This design comes from an exercise in tuning for small area on the open sky130 flow, not from production work. In this exercise RTL edits were held to simulation tests only and were not proved equivalent to the original. Power figures rest on the tool's default switching activity, not on a simulated workload.

--- flow/run.sh ---
#!/bin/bash
# synth_recipe.tcl (not shown) runs the flow's synth.tcl, then flattens the netlist and writes it again
# the make line also repeats each setting of config.mk as NAME=value (left out here)
make -C /OpenROAD-flow-scripts/flow DESIGN_CONFIG=/design/flow/config.mk WORK_HOME=/design/flow/orfs CLKGATE_MAP_FILE= SYNTH_SCRIPT=/design/flow/synth_recipe.tcl finish
--- flow/config.mk ---
export PLATFORM = sky130hd
export DESIGN_NAME = Simon_Game
export DESIGN_NICKNAME = Simon_Game
export VERILOG_FILES = /design/flow/design.v
export SDC_FILE = /design/flow/constraint.sdc
export NUM_CORES = 4
export LEC_CHECK = 0
export CAP_MARGIN = 20
export CORE_MARGIN = 2
export CORE_UTILIZATION = 40
export PLACE_DENSITY = 0.6
export SLEW_MARGIN = 20
--- flow/constraint.sdc ---
create_clock -name core_clock -period 6.0 [get_ports {clk}]
set_input_delay 1.2000 -clock core_clock [delete_from_list [all_inputs] [get_ports {clk}]]
set_output_delay 1.2000 -clock core_clock [all_outputs]
set_load 0.01 [all_outputs]
--- flow/design.v ---
module Simon_Game(
    input logic clk,  
    input logic rst,  
    input logic [7:0] SW,  
    output logic [7:0] LED,  
    output logic [6:0] seg0  
);
    localparam sequence_length = 7;  
    localparam one_sec = 5_000;  
    logic [2:0] rand_num;  
    logic [3*sequence_length-1:0] led_sequence;  
    logic [3*sequence_length-1:0] sw_sequence;  
    logic [2:0] gen_led_index, inp_sw_index;  
    logic [3:0] disp_led_index;  
    logic [7:0] sw_prev;  
    logic [7:0] sw_sync1, sw_sync2;  
    logic sw_change_detected;  
    logic [7:0] sw_changed;  
    logic [11:0] debounce_cnt;  
    logic [2:0] sw_index;  
    logic [25:0] count;  
LFSR lfsr(
    .clk(clk),
    .rst(rst),
    .rand_num(rand_num)
);
        typedef enum logic [2:0] {
            START,
            GENERATE_LED,
            DISPLAY,
            INPUT,
            CHECK,
            DONE
        } state_t;
        state_t state, next_state;
    always_ff @(posedge clk or posedge rst) begin  
        if (rst) begin
            state <= START;
        end 
        else begin
            state <= next_state;
        end
    end
    always_comb begin
        next_state = state;  
        unique case (state)
            START: begin
                next_state = GENERATE_LED;
            end
            GENERATE_LED: begin
                if (gen_led_index == sequence_length) begin
                    next_state = DISPLAY;
                end
            end
            DISPLAY: begin
                if (disp_led_index == sequence_length + 1) begin
                    next_state = INPUT;
                end
            end
            INPUT: begin
                if (inp_sw_index == sequence_length) begin
                    next_state = CHECK;
                end
            end
            CHECK: begin
                next_state = DONE;
            end
            DONE: begin
                if (rst) begin
                    next_state = START;
                end
            end
        endcase
    end
    always_comb begin
        sw_index = 3'd0;
        for (int i = 0; i < 8; i++) begin  
            if (sw_changed[i])  
                sw_index = i[2:0];  
        end
    end
    always_ff @(posedge clk or posedge rst) begin  
        if (rst) begin
            led_sequence <= 0;
            sw_sequence <= 0;
            gen_led_index <= 0; 
            disp_led_index <= 0;
            inp_sw_index <= 0;
            sw_prev <= 0;  
            sw_sync1 <= 0;
            sw_sync2 <= 0;
            sw_change_detected <= 0;
            sw_changed <= 0;
            debounce_cnt <= 0;
            count <= 0;
            LED <= 8'b00000000;  
            seg0 <= 7'b0111111;  
        end 
        else begin
            case (state)
                START: begin
                end
                GENERATE_LED: begin
                    if (gen_led_index == 0) begin
                        led_sequence[3*sequence_length-1 -: 3] <= 3'b101;  
                        gen_led_index <= gen_led_index + 1;
                    end 
                    else if (gen_led_index < sequence_length) begin
                        led_sequence[3*sequence_length-1 - gen_led_index*3 -: 3] <= rand_num;  
                        gen_led_index <= gen_led_index + 1;
                    end 
                end
                DISPLAY: begin
                    if (count == one_sec) begin
                        count <= 0;
                        LED <= 8'b00000000;  
                        if (disp_led_index < sequence_length) begin
                            case (led_sequence[3*sequence_length-1 - disp_led_index*3 -: 3])
                                3'd0: LED[0] <= 1;
                                3'd1: LED[1] <= 1;
                                3'd2: LED[2] <= 1;
                                3'd3: LED[3] <= 1;
                                3'd4: LED[4] <= 1;
                                3'd5: LED[5] <= 1;
                                3'd6: LED[6] <= 1;
                                3'd7: LED[7] <= 1;
                            endcase
                            disp_led_index <= disp_led_index + 1;
                        end
                        else begin
                            LED <= 8'b00000000;  
                            disp_led_index <= disp_led_index + 1;
                        end
                    end
                    else begin
                        count <= count + 1;
                    end
                end
                INPUT: begin
                    sw_sync1 <= SW;  
                    sw_sync2 <= sw_sync1;  
                    sw_change_detected <= 1'b0;
                    sw_changed <= 8'b0;
                    if (sw_sync2 != sw_prev) begin  
                        debounce_cnt <= debounce_cnt + 1;
                        if (&(debounce_cnt)) begin  
                            sw_changed <= sw_prev ^ sw_sync2;  
                            sw_prev <= sw_sync2;  
                            sw_change_detected <= 1'b1;  
                            debounce_cnt <= 0;  
                        end
                    end 
                    else begin
                        debounce_cnt <= 0;  
                    end
                    if (sw_change_detected) begin  
                        if (inp_sw_index < sequence_length) begin
                            sw_sequence[3*sequence_length-1 - inp_sw_index*3 -: 3] <= sw_index;  
                            inp_sw_index <= inp_sw_index + 1;
                        end
                    end
                end
                CHECK: begin
                    if (led_sequence == sw_sequence) begin
                        seg0 <= 7'b1111001;  
                    end 
                    else begin
                        seg0 <= 7'b1000000;  
                    end
                end
                DONE: begin
                end
            endcase
        end
    end
endmodule
module LFSR(  
    input logic clk,  
    input logic rst,  
    output logic [2:0] rand_num
);
    always_ff @(posedge clk or posedge rst) begin
        if (rst) begin
            rand_num <= 3'b010;
        end
        else begin
            rand_num <= {rand_num[1:0], rand_num[2]^rand_num[1]};
        end
    end
endmodule
==> results.py, run 1 <==
metrics = {
    "final_layout": {
        "multi_input_area_sq_mm": 0.005967,
        "fin_util_pct": 44.97,
        "fillers": 2346,
        "nets": 1139,
        "n_antenna_cell": 0,
        "register_area_sq_mm": 0.003482,
        "fin_cells": 1409,
        "synthToLayoutAreaGrowth_pct": 11.12,
        "drive_gt1_share_pct": 9.862,
    },
    "worst_setup_path": {
        "crit_path_end": "led_sequence[7]",
        "required_ns": 6.28,
        "arrival_ns": 5.71,
        "crit_fanout": 10,
        "regToRegEndpoint": "led_sequence[7]",
        "cpMostUsedCell": "nand2_1",
        "end_kind": "register",
        "crit_slowest_cell": "dfrtp_1",
        "regToRegSetupSlack_ns": 0.57,
        "regToRegStartpoint": "gen_led_index[1]",
        "cpPeakStageDelay_ns": 0.52,
        "crit_chain": "ha_1 -> inv_1 -> fa_1 -> xnor2_1 -> and2_1 -> and2_1 -> nand2_1 -> a21oi_1 -> nand2_1 -> ha_1 -> or4b_1 -> nor4_1 -> nand2_1 -> or3_1 -> nand3b_1 -> o21ai_0 -> o31ai_1",
        "worstSetupStartpointType": "register",
        "crit_start": "gen_led_index[1]",
        "reg2regPathDepth": 17,
        "criticalPathCategory": "reg -> reg",
    },
    "clock_tree": {
        "cts_hold_buf": 0,
        "clk_path_buf_depth": 2,
        "cts_tree": "done",
        "clock-sinks": 139,
        "clock_latency_ns": 0.43,
        "cts-resized-gates": 0,
        "path_clk_slew_ns": 0.07,
        "cts_setup_buffers": 0,
        "htreeDepth": 4,
        "cts_root_buffer": "clkbuf_16",
        "cts_buffers": 17,
    },
    "timing": {
        "tns_ns": 0,
        "period_share_pct": 90.46,
        "finalSetupViolCount": 0,
        "fmax_mhz": 184.2,
        "hold_ws_ns": 0.4347,
        "drv_slew": 0,
        "finClkSkew_ns": 0.01774,
        "setup_ws_ns": 0.5722,
        "min_period_ns": 5.428,
        "hold_viol": 0,
        "relSlewSlack_pct": 30.70,
        "tightest_slew_ns": 1.039,
        "rsz0062_at_grt": "false",
    },
    "synth": {
        "synth_area_leaders": "dfrtp_1 (35%), ha_1 (6.7%), nand2_1 (6.1%)",
        "synth_cells": 1058,
        "synth_cell_types": 93,
        "synth_ff_type": "dfrtp_1",
        "synthArstFlopShare_pct": 100.0,
        "synth_most_common_cell": "nand2_1",
        "synth.cell_area_sq_mm": 0.009754,
        "syn-num-nets": 1124,
        "synth_enable_flop_cells": 0,
        "avgSynthCellArea_sq_um": 9.220,
        "ys_seq_elements": 139,
        "synth_area_leader_cell": "dfrtp_1",
        "synth_top_area_share_pct": 34.89,
        "synth_warnings": 2,
        "synthTopCellsByCount": "nand2_1 (158), dfrtp_1 (136), o21ai_0 (77)",
        "ys_seq_area_share_pct": 35.70,
    },
    "pwr": {
        "power_density_mw_per_mm2": 181.4,
        "leakage_nw": 4.388,
        "ir_worst_vdd_v": 0.0001661,
    },
    "floorplan": {
        "die_area_sq_mm": 0.02565,
        "die_y_um": 160.2,
        "coreArea_sq_mm": 0.02411,
        "io_pins": 25,
        "num_rows": 57,
        "dieWidth_um": 160.2,
        "start_util_pct": 40.47,
    },
    "placement": {
        "portBuffers": 24,
        "place_congestion": 0.9065,
        "hpwl_um": 16260,
        "dp_cells": 1378,
        "dp_slack_ns": 0.6097,
    },
    "global_route": {
        "grt.overflow.total": 0,
        "grt_pass1_vias": 7406,
        "grt_max_degree": 113,
        "grt_pass1_wl_um": 37650,
        "grtUsageTotal_pct": 17.81,
        "antenna_found_initial": 0,
    },
    "detailed_routing": {
        "viasPerCell": 5.531,
        "vias": 7793,
        "avgRoutedWirePerCell_um": 15.73,
        "dr.pass1.iters": 5,
        "post-route-drc-count": 0,
        "drt_iter0_markers": 673,
        "antenna_left": 0,
        "totalWireLength_um": 22170,
    },
    "flow_run": {
        "cap_violations": 0,
    },
    "worst_hold_path": {
        "hold_class": "reg -> reg",
    },
    "status": {
        "status": "no timing/DRC/antenna violations",
    },
}
-- stage by stage --
stage / total power, W / area (sq um)
floorplan: 0.0009684 / 9754
global route: 0.002042 / 10840
global placement: 0.0009811 / 10280
CTS: 0.001996 / 10840
detailed placement: 0.0009812 / 10280
finish: 0.001966 / 10840
-- per-layer routing --
metal	global-route usage [%]	wire length, um
met5	0	0
met1	25.33	10860
met2	27.86	10140
met4	4.873	254
met3	3.351	917
-- cell families (layout without fill, tap and decap cells) --
logic type / count (synthesis) / after routing / synth area share (%)
and+or+nand+nor: 428 / 428 / 22.33
AOI/OAI and AO/OA: 226 / 226 / 15.62
DFF: 139 / 139 / 35.70
xor gates and xnor gates: 88 / 88 / 8.568
buffers and inverters: 70 / 97 / 3.130
adders and majority gates: 57 / 57 / 7.594
muxes: 50 / 50 / 7.055
-- state kept, by name (all words and copies together), names as in the netlist, 3 cells and up --
signal / cells
sw_changed: 7
count: 26
sw_prev: 8
state: 3
sw_sync2: 8
lfsr.rand_num: 3
disp_led_index: 4
gen_led_index: 3
LED: 8
inp_sw_index: 3
sw_sequence: 21
debounce_cnt: 12
sw_sync1: 8
seg0: 3
led_sequence: 21
-- power breakdown --
group,switching [W],internal (W)
clock,0.000461,0.000544
combinational,0.0000191,0.00000580
sequential,0,0.000937
-- how the worst min path moves through the flow --
stage,start,to,cells after the start,slack [ns]
final,lfsr.rand_num[1],lfsr.rand_num[2],0,0.43
after global routing,lfsr.rand_num[1],lfsr.rand_num[2],0,0.45
after CTS,lfsr.rand_num[1],lfsr.rand_num[2],0,0.44
after detailed placement,lfsr.rand_num[1],lfsr.rand_num[2],0,0.43
after global placement,lfsr.rand_num[1],lfsr.rand_num[2],0,0.43
after floorplan,lfsr.rand_num[0],lfsr.rand_num[1],0,0.41
-- critical path, delay by kind of cell, from the launching register on --
family / cells / cell delay [ns]
flops: 1 / 0.52
simple gates: 9 / 2.46
xor+xnor: 1 / 0.36
buf+inv: 1 / 0.06
compound gates: 3 / 0.84
fa+ha+maj: 3 / 1.04
-- layout make-up --
cell class	count	share of cell area, %
Inverter	35	1.281
Clock buffer	17	3.925
Sequential cell	139	32.13
Multi-Input combinational cell	849	55.05
Tap cell	324	3.740
Timing Repair Buffer	31	2.701
Clock inverter	14	1.177
-- placed cells by master, fill, tap and decap left out, types with 5 or more instances in the layout --
| master | instances |
|---|---|
| a211o_1 | 7 |
| a21oi_1 | 19 |
| a22oi_1 | 7 |
| a31oi_1 | 8 |
| and2_1 | 13 |
| and3_1 | 14 |
| and4_1 | 6 |
| buf_4 | 7 |
| clkbuf_16 | 17 |
| clkdlybuf4s50_1 | 24 |
| dfrtp_1 | 136 |
| ha_1 | 52 |
| inv_1 | 30 |
| inv_6 | 5 |
| inv_8 | 5 |
| mux2_2 | 17 |
| mux2i_1 | 19 |
| mux4_2 | 12 |
| nand2_1 | 158 |
| nand2b_1 | 11 |
| nand3_1 | 37 |
| nand3b_1 | 8 |
| nand4_1 | 22 |
| nand4b_1 | 10 |
| nor2_1 | 67 |
| nor2b_1 | 15 |
| nor3_1 | 14 |
| nor4_1 | 12 |
| nor4b_1 | 5 |
| o2111ai_1 | 6 |
| o211ai_1 | 8 |
| o21ai_0 | 77 |
| o21ai_1 | 15 |
| o21bai_1 | 6 |
| o31ai_1 | 23 |
| or2_2 | 8 |
| xnor2_1 | 55 |
| xor2_1 | 26 |
==> inputs of run 2 (changes only) <==
==> flow/design.v (replaced) <==
module Simon_Game(
    input  logic       clk,
    input  logic       rst,
    input  logic [7:0] SW,
    output logic [7:0] LED,
    output logic [6:0] seg0
);
    localparam logic [4:0] P_W0 = 5'd8, P_I0 = 5'd11, P_T0 = 5'd18, P_DONE = 5'd21;
    logic [4:0]  phase;
    logic [12:0] ctr;
    logic [7:0]  sw_sync1, sw_sync2, sw_prev;
    logic        fail;
    wire disp  = (phase < P_W0);
    wire inp   = (phase >= P_I0) && (phase < P_T0);
    wire done  = (phase == P_DONE);
    wire [12:0] inc    = ctr + 13'd1;
    wire        term13 = &ctr;
    wire        term12 = &ctr[11:0];
    wire [7:0]  diff   = sw_sync2 ^ sw_prev;
    wire        differ = |diff;
    wire        det    = inp & differ & term12;
    logic [2:0] hi;
    always_comb begin
        hi = 3'd0;
        for (int i = 0; i < 8; i++)
            if (diff[i]) hi = i[2:0];
    end
    logic [2:0] expect_sw;
    always_comb begin
        case (phase)
            5'd11: expect_sw = 3'd5;
            5'd12: expect_sw = 3'd3;
            5'd13: expect_sw = 3'd7;
            5'd14: expect_sw = 3'd6;
            5'd15: expect_sw = 3'd4;
            5'd16: expect_sw = 3'd1;
            default: expect_sw = 3'd2;
        endcase
    end
    wire adv = (disp & term13) | (!disp & !inp & !done) | det;
    always_ff @(posedge clk or posedge rst) begin
        if (rst) begin
            phase   <= 5'd0;
            ctr     <= 13'd3182;
            sw_prev <= 8'd0;
            fail    <= 1'b0;
        end else begin
            if (adv) phase <= phase + 5'd1;
            if (disp)
                ctr <= term13 ? 13'd3191 : inc;
            else if (inp & differ & !term12)
                ctr <= inc;
            else
                ctr <= 13'd0;
            if (det) begin
                sw_prev <= sw_sync2;
                if (hi != expect_sw) fail <= 1'b1;
            end
        end
    end
    always_ff @(posedge clk) begin
        sw_sync1 <= SW;
        sw_sync2 <= sw_sync1;
    end
    always_comb begin
        LED = 8'd0;
        case (phase)
            5'd1: LED[5] = 1'b1;
            5'd2: LED[3] = 1'b1;
            5'd3: LED[7] = 1'b1;
            5'd4: LED[6] = 1'b1;
            5'd5: LED[4] = 1'b1;
            5'd6: LED[1] = 1'b1;
            5'd7: LED[2] = 1'b1;
            default: ;
        endcase
    end
    assign seg0 = done ? (fail ? 7'b1000000 : 7'b1111001) : 7'b0111111;
endmodule
==> results.py, run 2 <==
metrics = {
    "status": {
        "status": "no timing/DRC/antenna violations",
    },
    "worst_setup_path": {
        "required_ns": 4.80,
        "worstSetupStartpointType": "register",
        "criticalPathCategory": "reg -> out",
        "arrival_ns": 2.06,
        "regToRegSetupSlack_ns": 3.42,
        "end_kind": "primary output",
        "crit_fanout": 7,
    },
    "synth": {
        "synthTopCellsByCount": "dfrtp_1 (20), nor2_1 (17), dfxtp_1 (16)",
        "avgSynthCellArea_sq_um": 10.79,
        "synth.cell_area_sq_mm": 0.002071,
        "ys_seq_area_share_pct": 48.52,
        "synth_top_area_share_pct": 24.17,
        "synth_area_leaders": "dfrtp_1 (24%), dfxtp_1 (15%), dfstp_2 (8.9%)",
        "synth_ff_type": "dfrtp_1",
        "syn-num-nets": 209,
        "synth_area_leader_cell": "dfrtp_1",
        "synth_cells": 192,
        "synth_warnings": 1,
        "synth_enable_flop_cells": 0,
        "synthArstFlopShare_pct": 62.79,
        "ys_seq_elements": 43,
        "synth_cell_types": 47,
        "synth_most_common_cell": "dfrtp_1",
    },
    "floorplan": {
        "die_y_um": 75.95,
        "start_util_pct": 41.07,
        "coreArea_sq_mm": 0.005042,
        "num_rows": 26,
        "die_area_sq_mm": 0.005768,
        "dieWidth_um": 75.95,
        "io_pins": 25,
    },
    "timing": {
        "fmax_mhz": 306.4,
        "period_share_pct": 54.40,
        "finClkSkew_ns": 0.005534,
        "hold_viol": 0,
        "setup_ws_ns": 2.736,
        "drv_slew": 0,
        "hold_ws_ns": 0.3306,
        "min_period_ns": 3.264,
        "relSlewSlack_pct": 59.21,
        "tightest_slew_ns": 0.6096,
        "rsz0062_at_grt": "false",
        "tns_ns": 0,
        "finalSetupViolCount": 0,
    },
    "placement": {
        "dpl_cell_area_sq_mm": 0.002320,
        "dp_slack_ns": 3.045,
        "place_congestion": 0.7901,
        "hpwl_um": 2358,
        "portBuffers": 23,
    },
    "pwr": {
        "power.internal_w": 0.0003827,
        "p_seq_share_pct": 60.6,
        "combinationalPowerShare_pct": 3.4,
        "switching_share_pct": 21.73,
        "power_density_mw_per_mm2": 203.4,
        "ir_worst_vdd_v": 0.0001310,
        "p_clk_share_pct": 35.9,
        "leakage_nw": 1.054,
        "switching_power_w": 0.0001063,
    },
    "detailed_routing": {
        "viasPerCell": 4.777,
        "drt_iter0_markers": 43,
        "antenna_left": 0,
        "avgRoutedWirePerCell_um": 11.78,
        "totalWireLength_um": 3335,
        "dr.pass1.iters": 4,
        "post-route-drc-count": 0,
        "vias": 1352,
    },
    "clock_tree": {
        "cts-resized-gates": 0,
        "cts_hold_buf": 0,
        "clock-sinks": 43,
        "clk_path_buf_depth": 2,
        "cts_buffers": 5,
        "htreeDepth": 2,
        "cts_setup_buffers": 0,
        "clock_latency_ns": 0.29,
        "cts_root_buffer": "clkbuf_8",
        "cts_tree": "done",
        "path_clk_slew_ns": 0.08,
    },
    "final_layout": {
        "n_antenna_cell": 0,
        "fin_area_sq_mm": 0.002404,
        "mostFrequentLayoutCell": "clkdlybuf4s50_1",
        "registers.top_by_ff_count": "ctr",
        "fin_util_pct": 47.67,
        "largest_reg_flops": 13,
        "final_cell_mix": "clkdlybuf4s50_1 (23), dfrtp_1 (20), nor2_1 (17)",
        "drive_gt1_share_pct": 15.49,
        "synthToLayoutAreaGrowth_pct": 16.07,
        "nets": 229,
    },
    "flow_run": {
        "cap_violations": 0,
    },
    "global_route": {
        "antenna_found_initial": 0,
        "grt.overflow.total": 0,
        "grt_pass1_wl_um": 5858,
        "grt_max_degree": 28,
        "grt_pass1_vias": 1240,
        "grtUsageTotal_pct": 12.76,
    },
    "worst_hold_path": {
        "hold_class": "reg -> reg",
    },
}
[run 2: cell count changes after synthesis, moves of 33 or more]
cell / delta
nand3_1: -33
nor2_1: -50
xnor2_1: -42
o21ai_0: -73
nand2_1: -148
ha_1: -45
dfrtp_1: -116
[run 2: cells by family after synthesis]
group | count (synthesis) | share of synthesized area, %
flip-flops | 43 | 48.52
AND/OR/NAND/NOR | 60 | 16.31
other | 1 | 0.1811
XOR/XNOR | 23 | 10.45
buffers and inverters | 18 | 4.954
AO/OA/AOI/OAI | 31 | 10.51
adder cells (fa/ha/maj) | 7 | 4.229
multiplexers | 9 | 4.834
[run 2: final cells by class]
class / instances / area [sq um]
Clock buffer: 5 / 68.82
Clock inverter: 3 / 15.01
Fill cell: 477 / 2639
Inverter: 7 / 26.28
Multi-Input combinational cell: 131 / 963.4
Sequential cell: 43 / 1005
Tap cell: 70 / 87.58
Timing Repair Buffer: 24 / 237.7
[run 2: metrics by stage]
step	total power, W	std cells
after floorplan	0.0003114	192
after global placement	0.0003196	275
after detailed placement	0.0003196	275
after CTS	0.0004981	283
after global routing	0.0005132	283
final	0.0004890	283
[run 2: path summary, 6_finish.rpt]
check	depth (start not counted)	to	startpoint
worst min register to register	0	sw_sync2[3]	sw_sync1[3]
max in group asynchronous	3	ctr[2]	rst
worst min-delay path	0	sw_sync2[3]	sw_sync1[3]
min in group asynchronous	3	ctr[7]	rst
worst max register to register	8	fail	phase[0]
worst max-delay path	6	seg0[3]	phase[1]
[run 2: power groups by stage]
stage          registers, W  clock network [W]   logic [W]
2_1_floorplan      0.000302                  0  0.00000950
3_3_place_gp       0.000302                  0   0.0000173
3_5_place_dp       0.000302                  0   0.0000172
4_1_cts            0.000297           0.000184   0.0000173
5_1_grt            0.000297           0.000197   0.0000190
6_report           0.000296           0.000176   0.0000168
[run 2: metal layers]
layer	GRT usage [%]	wire length (um)	vias up	share of wire, %
met4	6.182	66	0	2.0
met5	0	0	-	0
met3	3.929	142	5	4.3
met1	16.53	1652	612	50
met2	19.46	1473	31	44
li1	-	-	704	-
[run 2: worst max-delay path, cell delays in order, from the launching register on]
cell and delay (ns):
dfrtp_1 0.47, inv_1 0.13, ha_1 0.26, nand2_1 0.11, nor2_1 0.18, nand2_1 0.12, clkdlybuf4s50_1 0.49

==> port drivers added, routing unchanged <==
How much do the figures lean on ideal ports? The routed layouts below were timed once more, with nothing changed but the port constraints. Step 1 assumes that a clkbuf_16 drives the clock port and a buf_2 every other input. Step 2 also shifts input and output timing later by t, the mid clock arrival at the registers, as if the neighbouring blocks saw the same clock. Slacks: ideal / step 1 / step 2; pairs: ideal / step 1.
run	t, ns	slack for setup (ns)	clock arrival spread, ns	worst slew at a driven data input, ns
run 1	0.465	0.572 / 0.572 / 0.572	0.018 / 0.018	0.03
run 2	0.318	2.736 / 2.710 / 3.028	0.006 / 0.006	0.03
After both steps setup and hold are still met in every run listed.
